Background: an optimization exercise with open tools, aiming at small area and a short achievable clock period. Do not read the settings as production practice.
Function was checked by simulation only, so behaviour that the tests miss may differ from the original.
Power is estimated from default activity; no workload was simulated.

==> flow/design.v, too long to show whole: its modules and the start of the top module <==
// module matrix_multiplier: 1435 lines
// module mm_fa: 4 lines
// module mm_xn: 3 lines
// module mm_or: 3 lines
module matrix_multiplier #(
  parameter int DATA_WIDTH = 8,
  parameter int A_ROWS = 2,
  parameter int B_COLUMNS = 2,
  parameter int A_COLUMNS_B_ROWS = 2,
  parameter int C_DATA_WIDTH = (2 * DATA_WIDTH) + $clog2(A_COLUMNS_B_ROWS)
) (
  input                           clk_i,
  input                           reset_i,
  input                           valid_i,
  output logic                    valid_o,
  input        [A_ROWS * A_COLUMNS_B_ROWS * DATA_WIDTH-1:0]   a_i,
  input        [A_COLUMNS_B_ROWS * B_COLUMNS * DATA_WIDTH-1:0] b_i,
  output logic [A_ROWS * B_COLUMNS * C_DATA_WIDTH-1:0]         c_o
);
  // ...
==> flow/flow/run.sh <==
#!/bin/bash
# Own flow: the standard layout (standard.sh), with the ports buffered by
# plain buf_1 cells instead of the delay-buffer cell buffer_ports picks itself.
# Every input and output port still gets its own buffer.
set -euo pipefail
export BUFFER_PORTS_ARGS="-buffer_cell sky130_fd_sc_hd__buf_1"
bash standard.sh > standard.log 2>&1
==> flow/standard.sh <==
#!/bin/bash
# synth_recipe.tcl (not shown) runs the flow's synth.tcl, then flattens the netlist and writes it again
# the make line also repeats each setting of config.mk as NAME=value (left out here)
make -C /OpenROAD-flow-scripts/flow DESIGN_CONFIG=/design/flow/config.mk WORK_HOME=/design/flow/orfs CLKGATE_MAP_FILE= SYNTH_SCRIPT=/design/flow/synth_recipe.tcl "${@:-finish}"
==> flow/config.mk <==
export PLATFORM = sky130hd
export DESIGN_NAME = matrix_multiplier
export DESIGN_NICKNAME = matrix_multiplier
export VERILOG_FILES = /design/flow/design.v
export SDC_FILE = /design/flow/constraint.sdc
export NUM_CORES = 4
export LEC_CHECK = 0
export ABC_CLOCK_PERIOD_IN_PS = 2400
export CAP_MARGIN = 20
export CORE_MARGIN = 2
export CORE_UTILIZATION = 60
export SETUP_SLACK_MARGIN = 4.4
export SLEW_MARGIN = 20
export SYNTH_HIERARCHICAL = 1
==> flow/constraint.sdc <==
create_clock -name core_clock -period 6.8 [get_ports {clk_i}]
set_input_delay 1.3600 -clock core_clock [delete_from_list [all_inputs] [get_ports {clk_i}]]
set_output_delay 1.3600 -clock core_clock [all_outputs]
set_load 0.01 [all_outputs]
==> results.json, run 1 <==
{
  "outcome": "complete, no violations",
  "regMostFlops": "c_o",
  "bufAreaShareNonClock": 0.02785,
  "synth_warnings": 7,
  "fp.dieW_um": 196,
  "regToRegStartpoint": "b_q[4]",
  "start_util": 0.6071,
  "drv_slew": 0,
  "viasPerCell": 5.470,
  "hold_path.class": "reg2reg",
  "synth_fa_ha_area_frac": 0.3928,
  "finalClockSkew_ps": 18.92,
  "dpl.cell_count": 2337,
  "nFillCells": 2695,
  "postSynthCellCount": 1860,
  "fin_setup_tns_ps": 0,
  "reg_top3": "c_o x68, a_q x32, b_q x32",
  "grt_pass1_vias": 14680,
  "largestPowerGroup": "combinational logic",
  "reg2reg_depth": 4,
  "muxShareOfSynthArea": 0,
  "ctsHoldBuffers": 0,
  "antenna_found_initial": 0,
  "setup_violations": 0,
  "busiest_layer": "met2",
  "clockBufferDepth": 3,
  "fp.dieH_um": 196,
  "hold_slack_ps": 320.4,
  "ir_drop_mv": 0.3940,
  "share_seq_of_total_power": 0.364,
  "pwr_density_cell_mw_per_mm2": 440.3,
  "placed_area_mm2": 0.02275,
  "slowest_stage": "dfxtp_2",
  "sh_seq_area": 0.3658,
  "syn2layout_area_growth_pct": 12.93,
  "most-common-layout-cells": "nand2_1 (518), fa_1 (404), dfxtp_1 (368), buf_1 (66), dfxtp_4 (61)",
  "n_antenna_cell": 0,
  "cp-end-kind": "output pin",
  "postCtsSetupBuffers": 0,
  "cp.arrival_ps": 1020,
  "grt_usage": 0.2562
}
==> run 2: changes to the inputs <==
--- a/flow/config.mk
+++ b/flow/config.mk
@@ -8,7 +8,8 @@
 export ABC_CLOCK_PERIOD_IN_PS = 2400
 export CAP_MARGIN = 20
 export CORE_MARGIN = 2
-export CORE_UTILIZATION = 60
+export CORE_UTILIZATION = 40
+export CTS_BUF_LIST = sky130_fd_sc_hd__clkbuf_8
 export SETUP_SLACK_MARGIN = 4.4
 export SLEW_MARGIN = 20
 export SYNTH_HIERARCHICAL = 1
==> results.json, run 2 <==
{
  "crit_fanout": 1,
  "viasPerCell": 5.013,
  "io_pins": 136,
  "hpwl_mm": 35.29,
  "wire_per_inst_um": 18.14,
  "cts.clk_slew.worst_paths_ps": 60,
  "clock_sinks": 444,
  "clockBufferDepth": 3,
  "synth_edf_count": 0,
  "fp.dieW_um": 239.2,
  "setup_violations": 0,
  "synth_warnings": 7,
  "dr.pass1.iters": 5,
  "clock.fmax_mhz": 409.0,
  "cp.required_ps": 5440,
  "p_leak_nw": 9.643,
  "async_reset_ff_frac": 0,
  "r2r_slack_ps": 4470,
  "synth.top_cell.area_share": 0.4019,
  "start_kind": "register",
  "n_antenna_cell": 0,
  "synth_cell_types": 45,
  "dieArea_mm2": 0.05719,
  "synth.most_common_cell": "nand2_1",
  "fin_crit_ps": 2445,
  "final_common_cell": "nand2_1",
  "ant_nets": 0,
  "grt_start_max_net_pins": 17,
  "place_congestion": 0.8489,
  "cp-end-kind": "output pin",
  "clkLatencyLatePin_ps": 650,
  "fin_setup_tns_ps": 0,
  "slowest_stage": "dfxtp_1",
  "outcome": "complete, no violations",
  "crit_family": "flip-flops",
  "via_count": 13600,
  "antenna_found_initial": 0,
  "drc": 0,
  "fin_area_mm2": 0.02531,
  "crit_chain": "buf_2",
  "worst_pin_slew_ps": 476.1,
  "wl_met2_mm": 24.36,
  "nFillCells": 5047,
  "grt_usage": 0.1776,
  "core_region_area_mm2": 0.05488,
  "regToRegStartpoint": "a_q[1]",
  "rsz0062_at_grt": "yes",
  "place_ws_ps": 4032,
  "largest_reg_flops": 68,
  "avgSynthCellArea_um2": 11.89,
  "worst_slack_ps": 4355,
  "postSynthCellCount": 1860,
  "syn2layout_area_growth_pct": 14.45,
  "cts-root-buf": "clkbuf_8",
  "grt_pass1_vias": 15360,
  "cts_tree": "built",
  "syn_area_mm2": 0.02212,
  "hold_path.class": "reg2reg",
  "finalClockSkew_ps": 31.13,
  "regMostFlops": "c_o",
  "cpPeakStageDelay_ps": 320,
  "syn_nets": 2379,
  "top_layer": "met4",
  "relSlewSlack": 0.6799,
  "netlist_top_cells_count": "nand2_1 (518), dfxtp_1 (444), fa_1 (404), clkbuf_1 (127), xnor2_1 (60)",
  "pwr_density_cell_mw_per_mm2": 424.9,
  "hold_violations": 0,
  "overflow": 0,
  "port_buffers": 135,
  "path_buf_inv": 1,
  "critPathCapture": "c_o[51]",
  "drive_gt1_frac": 0.1473,
  "ir_drop_mv": 0.1985,
  "reg_top3": "c_o x68, a_q x32, b_q x32",
  "fp.dieH_um": 239.2,
  "drt-met1-wl_mm": 19.50,
  "drt_iter0_drc": 968,
  "wl_met3_mm": 4.079,
  "seq_area_frac_synth": 0.4019,
  "drt_wl_total_mm": 49.22,
  "grt_pass1_wl_mm": 78.18,
  "drv_slew": 0,
  "placed_area_mm2": 0.02303,
  "synthTopCellsByArea": "dfxtp_1 (40%), fa_1 (37%), nand2_1 (8.8%)",
  "cts-buffers-inserted": 77,
  "most-common-layout-cells": "nand2_1 (518), fa_1 (404), dfxtp_1 (352), clkbuf_8 (92), buf_1 (66)",
  "worstSetupPathType": "reg2out",
  "row_count": 86,
  "htree_levels": 3,
  "r2r_end": "r3e1_734",
  "finalCritPeriodShare": 0.3596,
  "startpoint": "c_o[51]",
  "path_depth": 1,
  "cp.arrival_ps": 1090,
  "finalNetCount": 2471,
  "start_util": 0.4031,
  "maxCapViolCount": 0,
  "reg2reg_depth": 4,
  "synth_top_cell_by_area": "dfxtp_1",
  "ys.flop_type": "dfxtp_1",
  "ys_ff_latch": 444
}
-- run 2: per-module statistics from Yosys, one instance, submodules excluded --
module,area [µm²],flip-flops and latches,cells inside
matrix_multiplier,13570,444,1388
mm_fa,20.02,0,1
mm_or,6.256,0,1
mm_xn,8.758,0,1
-- run 2: power breakdown --
group / internal, mW / total [mW] / leakage [nW] / switching (mW)
clock network: 1.49 / 2.58 / 0.892 / 1.09
registers: 3.55 / 4.03 / 3.75 / 0.475
logic: 2.00 / 4.15 / 5.01 / 2.14
-- run 2: final cells by class --
cell class                      instances  area, µm²  area share
Multi-Input combinational cell       1251      12610      0.4982
Sequential cell                       444       9161      0.3619
Clock buffer                           91       1252     0.04948
Tap cell                              704      880.8     0.03480
Timing Repair Buffer                  141      864.6     0.03415
Clock inverter                         45      405.4     0.01601
Inverter                               37      138.9    0.005486
-- run 2: worst min path at each step --
stage                     startpoint         to  depth (start not counted)
after floorplan             r3e0_291   cse0_396                          0
after global routing        r3e1_715   cse1_820                          0
after detailed placement    r3e0_292   cse0_397                          0
final                       r3e1_715   cse1_820                          0
after global placement     r3e2_1137  cse2_1242                          0
after CTS                   r3e1_715   cse1_820                          0
-- run 2: metal layers --
layer | GRT usage | up-vias
met5 | 0 | -
met4 | 0.06383 | 0
met3 | 0.05035 | 101
met2 | 0.3000 | 570
met1 | 0.2171 | 7019
li1 | - | 5911
-- run 2: per-stage QoR --
stage	power [mW]	hold slack [ps]	instances	utilization
CTS	10.96	312.1	2707	0.4568
finish	10.76	304.4	2713	0.4613
global route	11.74	319.3	2713	0.4613
detailed placement	8.173	313.2	2571	0.4196
global placement	8.081	310.8	2571	0.4196
floorplan	6.978	309.6	1860	-
-- run 2: logic make-up after synthesis --
family / share of synthesized area
flops: 0.4019
simple gates: 0.1180
buf+inv: 0.02800
fa+ha+maj: 0.3928
xor+xnor: 0.02772
compound gates: 0.03162
-- run 2: repair_timing --
item                                    4_1_cts  5_1_grt
hold buffers                                  0        0
endpoints found under the hold margin         0        0
endpoints found under the setup margin      202      156
resized for setup                           203       51
setup buffers                                 0        6
==> run 3: changes to the inputs <==
--- a/flow/config.mk
+++ b/flow/config.mk
@@ -5,11 +5,11 @@
 export SDC_FILE = /design/flow/constraint.sdc
 export NUM_CORES = 4
 export LEC_CHECK = 0
+export ABC_AREA = 1
 export ABC_CLOCK_PERIOD_IN_PS = 2400
 export CAP_MARGIN = 20
 export CORE_MARGIN = 2
 export CORE_UTILIZATION = 40
-export CTS_BUF_LIST = sky130_fd_sc_hd__clkbuf_8
 export SETUP_SLACK_MARGIN = 4.4
 export SLEW_MARGIN = 20
 export SYNTH_HIERARCHICAL = 1
==> results.json, run 3 <==
{
  "htree_levels": 2,
  "async_reset_ff_frac": 0,
  "hold_path.class": "reg2reg",
  "finalClockSkew_ps": 28.40,
  "finalCritPeriodShare": 0.3514,
  "multi_input_area_mm2": 0.01287,
  "seq_area_frac_synth": 0.3821,
  "cpPeakStageDelay_ps": 320,
  "regMostFlops": "c_o",
  "netlist_top_cells_count": "nand2_1 (852), dfxtp_1 (444), fa_1 (404), inv_1 (268), clkbuf_1 (128)",
  "drive_gt1_frac": 0.1093,
  "grt_pass1_wl_mm": 83.40,
  "cts-root-buf": "clkbuf_16",
  "seqCellArea_mm2": 0.009161,
  "clock_sinks": 444,
  "hold_violations": 0,
  "grt_pass1_vias": 16650,
  "nFillCells": 5266,
  "setup_violations": 0,
  "worst_pin_slew_ps": 422.3,
  "drc": 0,
  "start_kind": "register",
  "avgSynthCellArea_um2": 10.01,
  "syn_area_mm2": 0.02326,
  "grt_usage": 0.1764,
  "fin_crit_ps": 2389,
  "core_region_area_mm2": 0.05759,
  "p_leak_nw": 11.57,
  "path_buf_inv": 1,
  "overflow": 0,
  "power_mw": 11.23,
  "instances_no_fill": 3190,
  "use_met2": 0.3021,
  "busiest_layer": "met2",
  "pwr_density_cell_mw_per_mm2": 422.9,
  "synth_top_cell_by_area": "dfxtp_1",
  "placed_area_mm2": 0.02425,
  "crit_fanout": 1,
  "met3_usage": 0.03827,
  "startpoint": "c_o[0]",
  "syn_nets": 2843,
  "r2r_slack_ps": 4450,
  "cp.arrival_ps": 1030,
  "n_antenna_cell": 0,
  "via_count": 15160,
  "final_common_cell": "nand2_1",
  "relSlewSlack": 0.7185,
  "reg2reg_depth": 4,
  "crit_family": "flip-flops",
  "synth_cell_types": 22,
  "regToRegStartpoint": "b_q[3]",
  "clkLatencyLatePin_ps": 600,
  "drt_iter0_drc": 991,
  "use_met1": 0.2202,
  "cp-end-kind": "output pin",
  "r2r_end": "r3e0_294",
  "dieArea_mm2": 0.06009,
  "drt_wl_total_mm": 51.22,
  "synth_edf_count": 0,
  "viasPerCell": 4.754,
  "fp.dieH_um": 245.1,
  "start_util": 0.4039,
  "reg_top3": "c_o x68, a_q x32, b_q x32",
  "hpwl_mm": 38.45,
  "fin_area_mm2": 0.02655,
  "port_buffers": 135,
  "ys.flop_type": "dfxtp_1",
  "syn2layout_area_growth_pct": 14.15,
  "io_pins": 136,
  "ctsHoldBuffers": 0,
  "ant_nets": 0,
  "cp.required_ps": 5440,
  "grt_start_max_net_pins": 17,
  "dpl.cell_count": 3097,
  "slowest_stage": "dfxtp_2",
  "postSynthCellCount": 2324,
  "cts.clk_slew.worst_paths_ps": 60,
  "finalNetCount": 2908,
  "outcome": "complete, no violations",
  "synthTopCellsByArea": "dfxtp_1 (38%), fa_1 (35%), nand2_1 (14%)",
  "ys_ff_latch": 444,
  "drv_slew": 0,
  "most-common-layout-cells": "nand2_1 (852), fa_1 (404), dfxtp_1 (350), inv_1 (268), buf_1 (66)",
  "place_congestion": 0.8530,
  "rsz0062_at_grt": "yes",
  "worstSetupPathType": "reg2out",
  "synth_warnings": 7,
  "hold_slack_ps": 305.8,
  "fp.dieW_um": 245.1,
  "wire_per_inst_um": 16.06,
  "ir_drop_mv": 0.2107,
  "synth.most_common_cell": "nand2_1",
  "dr.pass1.iters": 5,
  "path_depth": 1,
  "largest_reg_flops": 68,
  "maxCapViolCount": 0,
  "clockBufferDepth": 3,
  "synth.top_cell.area_share": 0.3821,
  "row_count": 88,
  "cts_tree": "built",
  "critPathCapture": "c_o[0]",
  "crit_chain": "buf_6",
  "clock.fmax_mhz": 418.5,
  "antenna_found_initial": 0,
  "cts-buffers-inserted": 50,
  "fin_setup_tns_ps": 0
}
## run 3: through the flow
| step | setup WS (ps) | util |
|---|---|---|
| global placement | 4058 | 0.4211 |
| global route | 4370 | 0.4611 |
| detailed placement | 4044 | 0.4211 |
| CTS | 4354 | 0.4563 |
| floorplan | 4400 | - |
| finish | 4411 | 0.4611 |
## run 3: report_power, final
part	switching, mW	total [mW]	internal (mW)
clock network	1.09	2.74	1.65
registers	0.483	4.02	3.54
logic	2.53	4.47	1.94
total	4.10	11.2	7.13
## run 3: repair_timing
item / in CTS / in global routing
endpoints found under the hold margin: 0 / 0
buffers inserted: 0 / 5
resized for setup: 185 / 71
setup endpoints to repair: 202 / 141
## run 3: how the worst min path moves through the flow
stage | from | to | slack (ps) | cells after the start
floorplan | r3e0_291 | cse0_396 | 310 | 0
global placement | r3e2_1137 | cse2_1242 | 310 | 0
detailed placement | r3e1_714 | cse1_819 | 310 | 0
CTS | r3e1_715 | cse1_820 | 300 | 0
global route | r3e1_715 | cse1_820 | 320 | 0
finish | r3e1_715 | cse1_820 | 310 | 0
## run 3: cells by family after synthesis
logic type / share of synthesized area
AND/OR/NAND/NOR: 0.1649
buffers and inverters: 0.06455
AO/OA/AOI/OAI: 0.007316
flip-flops: 0.3821
adder cells (fa/ha/maj): 0.3735
XOR/XNOR: 0.007531
## run 3: final cells by class
type | instances | share of cell area
multi-input combinational | 1480 | 0.4847
sequential | 444 | 0.3450
clock buffer | 61 | 0.05094
inverter | 272 | 0.03845
tap | 765 | 0.03605
timing repair buffer | 141 | 0.03195
clock inverter | 27 | 0.01286
## run 3: routing by layer
layer / vias to the layer above / part of all wire / routed length (µm)
met2: 559 / 0.50 / 25460
met4: 0 / 0.028 / 1451
met1: 7574 / 0.40 / 20310
met3: 97 / 0.078 / 4000
met5: - / 0 / 0
li1: 6934 / - / -
## run 3: modules after synthesis (local to each module, per instance)
module,cells,copies in the design,cell area (µm²)
matrix_multiplier,1636,1,14170
mm_fa,1,400,20.02
mm_or,3,36,11.26
mm_xn,5,36,18.77
==> run 4: changes to the inputs <==
--- a/flow/config.mk
+++ b/flow/config.mk
@@ -5,11 +5,11 @@
 export SDC_FILE = /design/flow/constraint.sdc
 export NUM_CORES = 4
 export LEC_CHECK = 0
-export ABC_AREA = 1
 export ABC_CLOCK_PERIOD_IN_PS = 2400
 export CAP_MARGIN = 20
 export CORE_MARGIN = 2
 export CORE_UTILIZATION = 40
+export CTS_BUF_LIST = sky130_fd_sc_hd__clkbuf_4 sky130_fd_sc_hd__clkbuf_8 sky130_fd_sc_hd__clkbuf_16
 export SETUP_SLACK_MARGIN = 4.4
 export SLEW_MARGIN = 20
 export SYNTH_HIERARCHICAL = 1
==> results.json, run 4 <==
{
  "drc": 0,
  "drt_wl_total_mm": 48.04,
  "relSlewSlack": 0.6799,
  "async_reset_ff_frac": 0,
  "synth_warnings": 7,
  "ir_drop_mv": 0.2398,
  "syn_area_mm2": 0.02212,
  "crit_family": "flip-flops",
  "regMostFlops": "c_o",
  "netlist_top_cells_count": "nand2_1 (518), dfxtp_1 (444), fa_1 (404), clkbuf_1 (127), xnor2_1 (60)",
  "synth_cell_types": 45,
  "grt_pass1_vias": 15140,
  "clkLatencyLatePin_ps": 600,
  "cts.clk_slew.worst_paths_ps": 60,
  "hold_violations": 0,
  "cp.required_ps": 5440,
  "fin_crit_ps": 2382,
  "slowest_stage": "dfxtp_2",
  "synth_top_cell_by_area": "dfxtp_1",
  "worstSetupPathType": "reg2out",
  "n_antenna_cell": 0,
  "via_count": 13390,
  "synth_edf_count": 0,
  "cp-end-kind": "output pin",
  "dr.pass1.iters": 5,
  "cts-root-buf": "clkbuf_16",
  "finalNetCount": 2437,
  "p_leak_nw": 9.577,
  "cp.arrival_ps": 1020,
  "start_kind": "register",
  "start_util": 0.4031,
  "reg_top3": "c_o x68, a_q x32, b_q x32",
  "drt_iter0_drc": 1030,
  "antenna_found_initial": 0,
  "grt_usage": 0.1756,
  "grt_start_max_net_pins": 17,
  "clock.fmax_mhz": 419.9,
  "path_buf_inv": 1,
  "cts-buffers-inserted": 49,
  "seq_area_frac_synth": 0.4019,
  "worst_slack_ps": 4418,
  "maxCapViolCount": 0,
  "pwr_density_cell_mw_per_mm2": 435.4,
  "port_buffers": 135,
  "cts_tree": "built",
  "finalCritPeriodShare": 0.3502,
  "fp.dieW_um": 239.2,
  "fp.dieH_um": 239.2,
  "largest_reg_flops": 68,
  "setup_violations": 0,
  "worst_pin_slew_ps": 476.1,
  "io_pins": 136,
  "htree_levels": 2,
  "ant_nets": 0,
  "cpPeakStageDelay_ps": 320,
  "crit_chain": "buf_6",
  "clock_sinks": 444,
  "viasPerCell": 5.031,
  "synth.top_cell.area_share": 0.4019,
  "syn2layout_area_growth_pct": 14.56,
  "grt_pass1_wl_mm": 77.76,
  "reg2reg_depth": 4,
  "hpwl_mm": 35.29,
  "outcome": "complete, no violations",
  "drv_slew": 0,
  "core_region_area_mm2": 0.05488,
  "synth.most_common_cell": "nand2_1",
  "overflow": 0,
  "final_core_util": 0.4617,
  "dieArea_mm2": 0.05719,
  "path_depth": 1,
  "synthTopCellsByArea": "dfxtp_1 (40%), fa_1 (37%), nand2_1 (8.8%)",
  "place_ws_ps": 4032,
  "drive_gt1_frac": 0.1328,
  "clockBufferDepth": 3,
  "syn_nets": 2379,
  "rsz0062_at_grt": "yes",
  "ys.flop_type": "dfxtp_1",
  "postSynthCellCount": 1860,
  "hold_path.class": "reg2reg",
  "finalClockSkew_ps": 31.36,
  "final_common_cell": "nand2_1",
  "row_count": 86,
  "place_congestion": 0.8489,
  "ys_ff_latch": 444,
  "wire_per_inst_um": 18.05,
  "most-common-layout-cells": "nand2_1 (518), fa_1 (404), dfxtp_1 (354), buf_1 (66), dfxtp_4 (62)",
  "holdPathStages": 0,
  "nFillCells": 4984,
  "crit_fanout": 1,
  "fin_setup_tns_ps": 0,
  "avgSynthCellArea_um2": 11.89,
  "power_mw": 11.03
}
[run 4: cell types whose count changed after synthesis, sizes merged, moves of 8 or more]
cell and change:
nand3 -28, inv -231, nand2b +8, or2 +33, a21o +14, xnor2 +52
nand2 -342, o21ai +15, nor2 -25, nor2b +15, nand4 -13
[run 4: modules after synthesis, one instance, submodules excluded]
module             flops+latches  area (µm²)  times used
mm_or                          0       6.256          36
mm_xn                          0       8.758          36
mm_fa                          0       20.02         400
matrix_multiplier            444       13570           1
[run 4: metrics by stage]
| step | instance area (µm²) | hold slack (ps) | cells |
|---|---|---|---|
| after floorplan | 22200 | 309.6 | 1860 |
| after global placement | 23030 | 310.8 | 2571 |
| after detailed placement | 23030 | 313.2 | 2571 |
| after CTS | 25180 | 312.5 | 2662 |
| after global routing | 25340 | 325.8 | 2662 |
| final | 25340 | 310.5 | 2662 |
[run 4: worst register-to-register path, cell delays in order, from the launching register on]
cell	delay, ps
dfxtp_4	510
nand2_1	140
fa_1	560
fa_1	530
fa_1	490
[run 4: area by class of cell]
cell class              count  area, µm²  share of cell area
repair buffers            135      768.2             0.03032
flip-flops and latches    444       9156              0.3613
inverters                  37      138.9            0.005481
clock buffers              61       1370             0.05407
clock inverters            30      414.1             0.01634
well taps                 704      880.8             0.03476
multi-input cells        1251      12610              0.4977
[run 4: report_power, final]
part / internal (mW) / leakage [nW] / switching, mW
Clock: 1.78 / 0.875 / 1.09
Sequential: 3.55 / 3.75 / 0.477
Combinational: 2.00 / 4.96 / 2.14
[run 4: final timing paths]
kind | startpoint | slack [ps] | endpoint
min | r3e2_1185 | 310 | cse2_1268
min reg2reg | r3e2_1185 | 310 | cse2_1268
max | c_o[44] | 4420 | c_o[44]
max reg2reg | b_q[4] | 4440 | r3e0_296
[run 4: per-layer routing]
layer | track usage | vias up | part of all wire
met1 | 0.2195 | 6925 | 0.40
met2 | 0.3031 | 533 | 0.50
met3 | 0.03464 | 96 | 0.071
met4 | 0.06212 | 0 | 0.027
li1 | - | 5839 | -
met5 | 0 | - | 0
[run 4: cell families (layout without fill, tap and decap cells)]
| group | after synthesis | count (layout) | share of synthesized area |
|---|---|---|---|
| AOI/OAI and AO/OA | 99 | 99 | 0.03162 |
| xor gates and xnor gates | 70 | 70 | 0.02772 |
| adders and majority gates | 452 | 452 | 0.3928 |
| buffers and inverters | 165 | 263 | 0.02800 |
| DFF | 444 | 444 | 0.4019 |
| and+or+nand+nor | 630 | 630 | 0.1180 |
[run 4: timing repair]
item | 4_1_cts | 5_1_grt
setup buffers | 0 | 0
endpoints found under the setup margin | 201 | 121
pin swaps | 0 | 0
gates resized for setup | 193 | 57
hold buffers | 0 | 0
==> run 5: changes to the inputs <==
--- a/flow/config.mk
+++ b/flow/config.mk
@@ -9,7 +9,6 @@
 export CAP_MARGIN = 20
 export CORE_MARGIN = 2
 export CORE_UTILIZATION = 40
-export CTS_BUF_LIST = sky130_fd_sc_hd__clkbuf_4 sky130_fd_sc_hd__clkbuf_8 sky130_fd_sc_hd__clkbuf_16
 export SETUP_SLACK_MARGIN = 4.4
 export SLEW_MARGIN = 20
 export SYNTH_HIERARCHICAL = 1
==> results.json, run 5 <==
{
  "slowest_stage": "dfxtp_2",
  "grt_usage": 0.1759,
  "row_count": 86,
  "async_reset_ff_frac": 0,
  "hpwl_mm": 35.29,
  "dr.pass1.iters": 5,
  "holdPathStages": 0,
  "finalNetCount": 2437,
  "avgSynthCellArea_um2": 11.89,
  "syn2layout_area_growth_pct": 14.45,
  "hold_slack_ps": 311.0,
  "largest_reg_flops": 68,
  "worstSetupPathType": "reg2out",
  "antenna_found_initial": 0,
  "synthTopCellsByArea": "dfxtp_1 (40%), fa_1 (37%), nand2_1 (8.8%)",
  "cp.arrival_ps": 1020,
  "drt_wl_total_mm": 48.19,
  "crit_fanout": 1,
  "fin_setup_tns_ps": 0,
  "fin_crit_ps": 2382,
  "finalCritPeriodShare": 0.3503,
  "overflow": 0,
  "most-common-layout-cells": "nand2_1 (518), fa_1 (404), dfxtp_1 (353), buf_1 (66), dfxtp_4 (62)",
  "hold_path.class": "reg2reg",
  "maxCapViolCount": 0,
  "ys_ff_latch": 444,
  "outcome": "complete, no violations",
  "path_depth": 1,
  "n_antenna_cell": 0,
  "synth.top_cell.area_share": 0.4019,
  "reg2reg_depth": 4,
  "cp-end-kind": "output pin",
  "crit_chain": "buf_6",
  "start_kind": "register",
  "ctsHoldBuffers": 0,
  "drt_iter0_drc": 978,
  "crit_family": "flip-flops",
  "setup_violations": 0,
  "dieArea_mm2": 0.05719,
  "grt_pass1_vias": 15150,
  "synth_cell_types": 45,
  "hold_violations": 0,
  "netlist_top_cells_count": "nand2_1 (518), dfxtp_1 (444), fa_1 (404), clkbuf_1 (127), xnor2_1 (60)",
  "cts-buffers-inserted": 49,
  "synth_edf_count": 0,
  "via_count": 13430,
  "reg_top3": "c_o x68, a_q x32, b_q x32",
  "clock_sinks": 444,
  "core_region_area_mm2": 0.05488,
  "synth_warnings": 7,
  "clock.fmax_mhz": 419.8,
  "viasPerCell": 5.045,
  "final_common_cell": "nand2_1",
  "port_buffers": 135,
  "htree_levels": 2,
  "relSlewSlack": 0.6799,
  "place_congestion": 0.8489,
  "path_buf_inv": 1,
  "cpPeakStageDelay_ps": 320,
  "grt_pass1_wl_mm": 77.91,
  "wire_per_inst_um": 18.10,
  "synth_top_cell_by_area": "dfxtp_1",
  "postSynthCellCount": 1860,
  "fin_area_mm2": 0.02531,
  "worst_pin_slew_ps": 476.1,
  "instances_no_fill": 2662,
  "pwr_density_cell_mw_per_mm2": 434.8,
  "fp.dieW_um": 239.2,
  "start_util": 0.4031,
  "p_leak_nw": 9.553,
  "postCtsSetupBuffers": 0,
  "cts.clk_slew.worst_paths_ps": 60,
  "drive_gt1_frac": 0.1297,
  "cp.required_ps": 5440,
  "dpl.cell_count": 2571,
  "power_mw": 11.01,
  "placed_area_mm2": 0.02303,
  "fp.dieH_um": 239.2,
  "synth.most_common_cell": "nand2_1",
  "rsz0062_at_grt": "yes",
  "syn_nets": 2379,
  "regMostFlops": "c_o",
  "seq_area_frac_synth": 0.4019,
  "cts-root-buf": "clkbuf_16",
  "syn_area_mm2": 0.02212,
  "grt_start_max_net_pins": 17,
  "clockBufferDepth": 3,
  "ys.flop_type": "dfxtp_1",
  "finalClockSkew_ps": 30.83,
  "clkLatencyLatePin_ps": 600,
  "ir_drop_mv": 0.2258,
  "cts_tree": "built",
  "io_pins": 136,
  "drc": 0,
  "drv_slew": 0,
  "ant_nets": 0
}
## run 5: cell count changes in the layout (fill, tap and decap cells not counted)
cell | before | now
dfxtp_2 | 28 | 29
clkbuf_4 | 7 | 0
dfxtp_1 | 354 | 353
clkbuf_1 | 0 | 7
## run 5: layout make-up
| class | instances | area (µm²) |
|---|---|---|
| fillers | 4989 | 29560 |
| flip-flops and latches | 444 | 9158 |
| repair buffers | 135 | 768.2 |
| multi-input cells | 1251 | 12610 |
| inverters | 37 | 138.9 |
| well taps | 704 | 880.8 |
| clock inverters | 30 | 414.1 |
| clock buffers | 61 | 1344 |
## run 5: power by group
| part | internal (mW) | switching [mW] |
|---|---|---|
| Combinational | 2.00 | 2.14 |
| Clock | 1.75 | 1.09 |
| Sequential | 3.55 | 0.479 |
## run 5: per-stage QoR
| stage | util | setup slack [ps] |
|---|---|---|
| 2_1_floorplan | - | 4400 |
| 3_3_place_gp | 0.4196 | 4064 |
| 3_5_place_dp | 0.4196 | 4032 |
| 4_1_cts | 0.4584 | 4370 |
| 5_1_grt | 0.4613 | 4383 |
| 6_report | 0.4613 | 4418 |
## run 5: timing repair
action,4_1_cts,5_1_grt
setup endpoints to repair,201,121
gates cloned,0,0
resized for setup,196,55
## run 5: cell families after synthesis
family,after synthesis,share of synthesized area
DFF,444,0.4019
xor gates and xnor gates,70,0.02772
AOI/OAI and AO/OA,99,0.03162
adders and majority gates,452,0.3928
buffers and inverters,165,0.02800
and+or+nand+nor,630,0.1180
## run 5: Yosys stat by module (local to each module, per instance)
module             cell area [µm²]  cells inside
mm_fa                        20.02             1
matrix_multiplier            13570          1388
mm_or                        6.256             1
mm_xn                        8.758             1
## run 5: final timing paths
kind              startpoint        end  slack (ps)
setup reg to reg      b_q[4]   r3e0_296        4440
hold reg to reg    r3e2_1185  cse2_1268         310
setup / recovery     c_o[44]    c_o[44]        4420
hold / removal     r3e2_1185  cse2_1268         310
## run 5: per-layer routing
metal  vias to the layer above  share of wire  GRT usage
met3                        93          0.074    0.03395
met4                         0          0.027    0.06117
li1                       5837              -          -
met2                       545           0.50     0.3037
met1                      6954           0.40     0.2206
met5                         -              0          0
==> run 6: changes to the inputs <==
==> flow/flow/run.sh (replaced) <==
#!/bin/bash
# Own flow: the standard layout (standard.sh), with the ports buffered by
# plain buf_1 cells instead of the delay-buffer cell buffer_ports picks itself
# (every input and output port still gets its own buffer), and a clock tree
# built without dummy loads.
set -euo pipefail
export BUFFER_PORTS_ARGS="-buffer_cell sky130_fd_sc_hd__buf_1"
export CTS_ARGS="-sink_clustering_enable -repair_clock_nets -sink_clustering_size 28 -sink_clustering_max_diameter 80 -dont_use_dummy_load"
bash standard.sh > standard.log 2>&1
--- a/flow/config.mk
+++ b/flow/config.mk
@@ -5,10 +5,12 @@
 export SDC_FILE = /design/flow/constraint.sdc
 export NUM_CORES = 4
 export LEC_CHECK = 0
-export ABC_CLOCK_PERIOD_IN_PS = 2400
+export ABC_CLOCK_PERIOD_IN_PS = 2350
 export CAP_MARGIN = 20
 export CORE_MARGIN = 2
 export CORE_UTILIZATION = 40
-export SETUP_SLACK_MARGIN = 4.4
+export CTS_CLUSTER_DIAMETER = 80
+export CTS_CLUSTER_SIZE = 28
+export SETUP_SLACK_MARGIN = 4.45
 export SLEW_MARGIN = 20
 export SYNTH_HIERARCHICAL = 1
==> results.json, run 6 <==
{
  "drive_gt1_frac": 0.1606,
  "start_util": 0.4031,
  "dieArea_mm2": 0.05719,
  "most-common-layout-cells": "nand2_1 (518), fa_1 (402), dfxtp_1 (351), buf_1 (66)",
  "critPathCapture": "c_o[36]",
  "syn2layout_area_growth_pct": 16.36,
  "setup_violations": 0,
  "drt_wl_total_mm": 53.56,
  "hold_slack_ps": 319.8,
  "path_buf_inv": 1,
  "wire_per_inst_um": 19.68,
  "r2r_end": "r3e3_1572",
  "reg2reg_depth": 5,
  "synth_edf_count": 0,
  "fp.dieW_um": 239.2,
  "pwr_density_cell_mw_per_mm2": 383.3,
  "crit_fanout": 1,
  "drv_slew": 0,
  "syn_area_mm2": 0.02212,
  "dpl.cell_count": 2571,
  "startpoint": "c_o[36]",
  "maxCapViolCount": 0,
  "clkLatencyLatePin_ps": 620,
  "cts_tree": "built",
  "netlist_top_cells_count": "nand2_1 (518), dfxtp_1 (444), fa_1 (404), clkbuf_1 (127), xnor2_1 (60)",
  "hpwl_mm": 35.53,
  "placed_area_mm2": 0.02303,
  "synth_warnings": 7,
  "relSlewSlack": 0.6653,
  "clock_sinks": 444,
  "fin_crit_ps": 2453,
  "cts-root-buf": "clkbuf_16",
  "p_leak_nw": 9.835,
  "slowest_stage": "dfxtp_1",
  "start_kind": "register",
  "instances_no_fill": 2721,
  "drt_iter0_drc": 1214,
  "avgSynthCellArea_um2": 11.89,
  "async_reset_ff_frac": 0,
  "hold_violations": 0,
  "via_count": 14040,
  "outcome": "complete, no violations",
  "path_depth": 1,
  "crit_chain": "buf_2",
  "core_region_area_mm2": 0.05488,
  "cp-end-kind": "output pin",
  "synthTopCellsByArea": "dfxtp_1 (40%), fa_1 (37%), nand2_1 (8.8%)",
  "crit_family": "flip-flops",
  "grt_pass1_vias": 14930,
  "worst_slack_ps": 4347,
  "postSynthCellCount": 1860,
  "ctsHoldBuffers": 0,
  "regMostFlops": "c_o",
  "finalNetCount": 2538,
  "cts.clk_slew.worst_paths_ps": 100,
  "overflow": 0,
  "fin_setup_tns_ps": 0,
  "r2r_slack_ps": 4420,
  "antenna_found_initial": 0,
  "syn_nets": 2379,
  "place_congestion": 0.8263,
  "grt_start_max_net_pins": 29,
  "cpPeakStageDelay_ps": 350,
  "cp.arrival_ps": 1090,
  "clockBufferDepth": 3,
  "ys_ff_latch": 444,
  "viasPerCell": 5.161,
  "reg_top3": "c_o x68, a_q x32, b_q x32",
  "cp.required_ps": 5440,
  "ir_drop_mv": 0.2360,
  "cts-buffers-inserted": 29,
  "ys.flop_type": "dfxtp_1",
  "drc": 0,
  "port_buffers": 135,
  "finalCritPeriodShare": 0.3608,
  "final_common_cell": "nand2_1",
  "fp.dieH_um": 239.2,
  "fin_area_mm2": 0.02574,
  "dr.pass1.iters": 5,
  "seq_area_frac_synth": 0.4019,
  "ant_nets": 0,
  "place_ws_ps": 4008,
  "finalClockSkew_ps": 60.12,
  "synth_top_cell_by_area": "dfxtp_1",
  "clock.fmax_mhz": 407.6,
  "grt_pass1_wl_mm": 77.77,
  "regToRegStartpoint": "b_q[30]",
  "row_count": 86,
  "rsz0062_at_grt": "yes",
  "synth.most_common_cell": "nand2_1",
  "worstSetupPathType": "reg2out",
  "hold_path.class": "reg2reg",
  "worst_pin_slew_ps": 497.9,
  "largest_reg_flops": 68,
  "htree_levels": 1,
  "synth.top_cell.area_share": 0.4019,
  "synth_cell_types": 45,
  "io_pins": 136,
  "n_antenna_cell": 0,
  "grt_usage": 0.1752
}
[run 6: changes by cell type in the layout (fill, tap and decap cells not counted), moves of 4 or more]
cell        change
clkinv_4        -4
clkinv_2        -9
buf_6          +14
buf_8           +4
buf_4          +64
clkbuf_1        -7
clkbuf_4        +4
buf_12         +36
bufinv_16       -9
clkinvlp_4      -5
clkbuf_16      -22
[run 6: worst min path at each step]
stage	startpoint	to	slack (ps)	cells after the start
finish	r3e0_293	cse0_398	320	0
floorplan	r3e0_291	cse0_396	310	0
global placement	r3e2_1138	cse2_1243	310	0
global route	r3e3_1608	cse3_1691	340	0
detailed placement	r3e2_1137	cse2_1242	310	0
CTS	r3e0_293	cse0_398	320	0
[run 6: repair_timing]
item / 4_1_cts / 5_1_grt
buffers inserted: 22 / 99
pin swaps: 0 / 22
hold endpoints to repair: 0 / 0
gates resized for setup: 234 / 53
setup endpoints to repair: 203 / 121
[run 6: where the power goes]
| part | total (mW) | internal, mW | switching [mW] |
|---|---|---|---|
| combinational | 4.29 | 2.07 | 2.21 |
| sequential | 3.99 | 3.55 | 0.438 |
| clock | 1.59 | 0.749 | 0.846 |
[run 6: metal layers]
| metal | part of all wire | vias up | routed length [µm] | track usage |
|---|---|---|---|---|
| met3 | 0.092 | 126 | 4940 | 0.03510 |
| met5 | 0 | - | 0 | 0 |
| li1 | - | 6001 | - | - |
| met1 | 0.39 | 7203 | 20960 | 0.2249 |
| met2 | 0.49 | 712 | 26060 | 0.3003 |
| met4 | 0.030 | 0 | 1596 | 0.05095 |
[run 6: modules after synthesis (local to each module, per instance)]
module	flip-flops and latches	area, µm²	times used
matrix_multiplier	444	13570	1
mm_fa	0	20.02	400
mm_or	0	6.256	36
mm_xn	0	8.758	36
[run 6: cells by family (layout without fill, tap and decap cells)]
group	count (synthesis)	after routing	synth area share
XOR/XNOR	70	70	0.02772
adder cells (fa/ha/maj)	452	452	0.3928
buffers and inverters	165	322	0.02800
AND/OR/NAND/NOR	630	630	0.1180
flip-flops	444	444	0.4019
AO/OA/AOI/OAI	99	99	0.03162
[run 6: layout make-up]
class / count / area [µm²]
Timing Repair Buffer: 256 / 2212
Tap cell: 704 / 880.8
Inverter: 37 / 138.9
Multi-Input combinational cell: 1251 / 12620
Fill cell: 4900 / 29140
Sequential cell: 444 / 9165
Clock buffer: 29 / 725.7
[run 6: per-stage QoR]
stage | utilization | total power [mW]
after global placement | 0.4196 | 8.065
after detailed placement | 0.4196 | 8.156
final | 0.4690 | 9.866
after floorplan | - | 6.992
after CTS | 0.4458 | 9.933
after global routing | 0.4690 | 10.81

## separate check: timing with driven ports
How much do the figures lean on ideal ports? The routed layouts below were timed once more, with nothing changed but the port constraints. Step 1: set_driving_cell puts a clkbuf_16 on clk_i and a buf_2 on each other input, an assumption about the parent block. Step 2 times the ports against the registers' clock, not the clock port: input delays grow and output delays shrink by t, the midpoint of the rising clock arrivals with the driver on. Three values: no drivers, after step 1, after step 2; two values: the first two.
| run | t, ns | setup WS [ns] | worst setup path after step 2 |
|---|---|---|---|
| run 1 | 0.623 | 4.424 / 4.370 / 4.448 | register to register |
| run 2 | 0.683 | 4.355 / 4.305 / 4.473 | register to register |
| run 3 | 0.645 | 4.411 / 4.353 / 4.449 | register to register |
| run 4 | 0.637 | 4.418 / 4.361 / 4.443 | register to register |
| run 5 | 0.637 | 4.418 / 4.361 / 4.440 | register to register |
| run 6 | 0.644 | 4.347 / 4.288 / 4.424 | register to register |
After both steps setup and hold are still met in every run listed.
